This design comes from an exercise in tuning for small area on the open sky130 flow, not from production work. In this exercise RTL edits were held to simulation tests only and were not proved equivalent to the original. No activity file was given, so power comes from the tool's default toggle rates. The flow treats the clock pin as an ideal source, which a real chip does not have.

Design spi_slave_gpio_regmap, start of the top module:
module spi_slave_gpio_regmap (
  input  logic       clk,
  input  logic       rst_n,
  input  logic       cs,        
  input  logic       sclk,
  input  logic       mosi,
  output logic       miso,
  input  logic [7:0] gpio_in,
  output logic [7:0] gpio_out
);
export LEC_CHECK = 0
export CAP_MARGIN = 20
export CORE_MARGIN = 2
export CORE_UTILIZATION = 65
export PLACE_DENSITY = 0.75
export SLEW_MARGIN = 20
create_clock -name core_clock -period 10.0 [get_ports {clk}]
standard.sh (not shown) runs the stock make flow with config.mk's settings and CLKGATE_MAP_FILE= SYNTH_SCRIPT=/design/flow/synth_recipe.tcl, a recipe that flattens the netlist after the stock synthesis.
==> flow/flow/run.sh <==
#!/bin/bash
# Standard layout, with clock tree synthesis told not to add dummy loads.
set -euo pipefail
export CTS_ARGS="-sink_clustering_enable -repair_clock_nets -buf_list sky130_fd_sc_hd__clkbuf_8 -sink_clustering_size 16 -sink_clustering_max_diameter 40 -dont_use_dummy_load"
bash standard.sh > standard_flow.log 2>&1
Change:
==> flow/run.sh (new file) <==
#!/bin/bash
# synth_recipe.tcl (not shown) runs the flow's synth.tcl, then flattens the netlist and writes it again
# the make line also repeats each setting of config.mk as NAME=value (left out here)
make -C /OpenROAD-flow-scripts/flow DESIGN_CONFIG=/design/flow/config.mk WORK_HOME=/design/flow/orfs CLKGATE_MAP_FILE= SYNTH_SCRIPT=/design/flow/synth_recipe.tcl finish
- CTS_BUF_LIST: default -> sky130_fd_sc_hd__clkbuf_16
- CTS_CLUSTER_DIAMETER: default -> 50
- CTS_CLUSTER_SIZE: default -> 32
removed: flow/flow/run.sh
removed: flow/standard.sh
Result: The new run went through all stages and came out clean. Setup slack is better by 0.061 ns. Synthesized area stays the same. Via count rose by 1.4%. Clock skew drops by 0.052 ns. Total power goes up by 14%. Utilization grows by 2.7 points. Flip-flop and latch count is unchanged. Count of clock-buffer cells in the layout falls by 45. Synthesized cell count is unchanged. Critical path depth does not change. Wire length rises by 5.6%.
Change:
==> flow/flow/run.sh (new file) <==
#!/bin/bash
# Standard layout, with clock tree synthesis told not to add dummy loads.
set -euo pipefail
export CTS_ARGS="-sink_clustering_enable -repair_clock_nets -buf_list sky130_fd_sc_hd__clkbuf_16 -sink_clustering_size 32 -sink_clustering_max_diameter 50 -dont_use_dummy_load"
bash standard.sh > standard_flow.log 2>&1
==> flow/standard.sh (new file) <==
#!/bin/bash
# synth_recipe.tcl (not shown) runs the flow's synth.tcl, then flattens the netlist and writes it again
# the make line also repeats each setting of config.mk as NAME=value (left out here)
make -C /OpenROAD-flow-scripts/flow DESIGN_CONFIG=/design/flow/config.mk WORK_HOME=/design/flow/orfs CLKGATE_MAP_FILE= SYNTH_SCRIPT=/design/flow/synth_recipe.tcl "${@:-finish}"
- CTS_BUF_LIST: sky130_fd_sc_hd__clkbuf_16 -> default
- CTS_CLUSTER_DIAMETER: 50 -> default
- CTS_CLUSTER_SIZE: 32 -> default
removed: flow/run.sh
Result:
- The changed run finished clean
- die area does not change
- final cell count shrinks by a few percent
- register-to-register slack is worse by 0.05 ns
- worst setup slack is worse by 0.050 ns
Change:
==> flow/run.sh (new file) <==
#!/bin/bash
# synth_recipe.tcl (not shown) runs the flow's synth.tcl, then flattens the netlist and writes it again
# the make line also repeats each setting of config.mk as NAME=value (left out here)
make -C /OpenROAD-flow-scripts/flow DESIGN_CONFIG=/design/flow/config.mk WORK_HOME=/design/flow/orfs CLKGATE_MAP_FILE= SYNTH_SCRIPT=/design/flow/synth_recipe.tcl finish
- CTS_BUF_LIST: default -> sky130_fd_sc_hd__clkbuf_8
- CTS_CLUSTER_DIAMETER: default -> 40
- CTS_CLUSTER_SIZE: default -> 16
removed: flow/flow/run.sh
removed: flow/standard.sh
Result: With this change the flow produced a layout that fails on antenna rules. Final area hardly moves. Cell count goes up by a few percent. Global-route usage goes down by 0.61 points. Power goes down slightly. Clock skew goes down by 0.091 ns. First-iteration DRC count goes down by a few percent.

spi_slave_gpio_regmap, a different RTL version from the one above (not shown whole).
Size in the first run: ~2700 cells after synthesis, ~22 I/O pins.
==> flow/config.mk <==
export PLATFORM = sky130hd
export DESIGN_NAME = spi_slave_gpio_regmap
export DESIGN_NICKNAME = spi_slave_gpio_regmap
export VERILOG_FILES = /design/flow/design.v
export SDC_FILE = /design/flow/constraint.sdc
export NUM_CORES = 4
export LEC_CHECK = 0
export CAP_MARGIN = 20
export CORE_MARGIN = 2
export CORE_UTILIZATION = 65
export PLACE_DENSITY = 0.75
export SLEW_MARGIN = 20
export SYNTH_HIERARCHICAL = 1
==> flow/constraint.sdc <==
create_clock -name core_clock -period 10.0 [get_ports {clk}]
set_input_delay 2.0000 -clock core_clock [delete_from_list [all_inputs] [get_ports {clk}]]
set_output_delay 2.0000 -clock core_clock [all_outputs]
set_load 0.01 [all_outputs]
==> flow/flow/run.sh <==
#!/bin/bash
# Standard layout, with clock tree synthesis told not to add dummy loads and
# the port buffers made with the smallest buffer.
set -euo pipefail
export CTS_ARGS="-sink_clustering_enable -repair_clock_nets -buf_list sky130_fd_sc_hd__clkbuf_8 -sink_clustering_buffer sky130_fd_sc_hd__clkbuf_16 -sink_clustering_size 30 -sink_clustering_max_diameter 60 -dont_use_dummy_load"
export BUFFER_PORTS_ARGS="-buffer_cell sky130_fd_sc_hd__buf_1"
bash standard.sh > standard_flow.log 2>&1
Then changed:
==> flow/flow/run.sh (replaced) <==
#!/bin/bash
# Standard layout, with clock tree synthesis told not to add dummy loads and
# the port buffers made with the smallest buffer.
set -euo pipefail
export CTS_ARGS="-sink_clustering_enable -repair_clock_nets -buf_list sky130_fd_sc_hd__clkbuf_8 -sink_clustering_size 18 -sink_clustering_max_diameter 60 -dont_use_dummy_load"
export BUFFER_PORTS_ARGS="-buffer_cell sky130_fd_sc_hd__buf_1"
bash standard.sh > standard_flow.log 2>&1
Worst hold slack gains 0.025 ns; power decreases by 1.9%; clock power drops by 6.2%; sequential power barely changes.
Then changed:
==> flow/flow/run.sh (replaced) <==
#!/bin/bash
# Standard layout, with clock tree synthesis told not to add dummy loads and
# the port buffers made with the smallest buffer.
set -euo pipefail
export CTS_ARGS="-sink_clustering_enable -repair_clock_nets -buf_list sky130_fd_sc_hd__clkbuf_4 -sink_clustering_buffer sky130_fd_sc_hd__clkbuf_16 -sink_clustering_size 36 -sink_clustering_max_diameter 70 -dont_use_dummy_load"
export BUFFER_PORTS_ARGS="-buffer_cell sky130_fd_sc_hd__buf_1"
bash standard.sh > standard_flow.log 2>&1
Effect: Fmax shrinks by 2.6%. Final cell count fell by 1.7%. Wire length grows by 1.1%. Global-route usage is about the same. Sequential power stays flat. Cell area decreases by 0.57%.
Then changed:
==> flow/flow/run.sh (replaced) <==
#!/bin/bash
# Standard layout, with clock tree synthesis told not to add dummy loads and
# the port buffers made with the smallest buffer.
set -euo pipefail
export CTS_ARGS="-sink_clustering_enable -repair_clock_nets -buf_list sky130_fd_sc_hd__clkbuf_8 -sink_clustering_size 20 -sink_clustering_max_diameter 60 -dont_use_dummy_load"
export BUFFER_PORTS_ARGS="-buffer_cell sky130_fd_sc_hd__buf_1"
bash standard.sh > standard_flow.log 2>&1
- clock skew goes down by 0.035 ns
- clock power is about the same
- count of clock-buffer cells in the layout goes up by 48
- die area is unchanged
- sequential cell count is unchanged
- wire length goes down by 0.77%

-- what the ideal ports hide --
In the flow no input, the clock included, has a driving cell. The finished layouts below were timed again as built, in two steps. Step 1 assumes that a clkbuf_16 drives the clock port and a buf_2 every other input. Step 2 times the ports against the registers' clock, not the clock port: input delays grow and output delays shrink by t, the midpoint of the rising clock arrivals with the driver on. Three values: no drivers, after step 1, after step 2; two values: the first two.
run	t, ns	slack for setup (ns)	worst setup path after step 2	clock arrival spread, ns	worst data-port slew with drivers (ns)
the first run of note 1	0.848	3.682 / 3.682 / 3.682	register to register	0.128 / 0.127	0.07
the second run of note 1	0.758	3.743 / 3.743 / 3.743	register to register	0.086 / 0.086	0.07
the third run of note 1	0.708	3.693 / 3.693 / 3.693	register to register	0.140 / 0.140	0.07
the fourth run of note 1	0.889	3.726 / 3.726 / 3.726	register to register	0.044 / 0.045	0.07
the first run of note 2	0.799	3.435 / 3.435 / 3.435	register to register	0.126 / 0.127	0.03
the second run of note 2	0.831	3.586 / 3.586 / 3.586	register to register	0.078 / 0.077	0.03
the third run of note 2	1.029	3.415 / 3.415 / 3.415	register to register	0.150 / 0.150	0.03
the fourth run of note 2	0.784	3.513 / 3.513 / 3.513	register to register	0.126 / 0.126	0.03
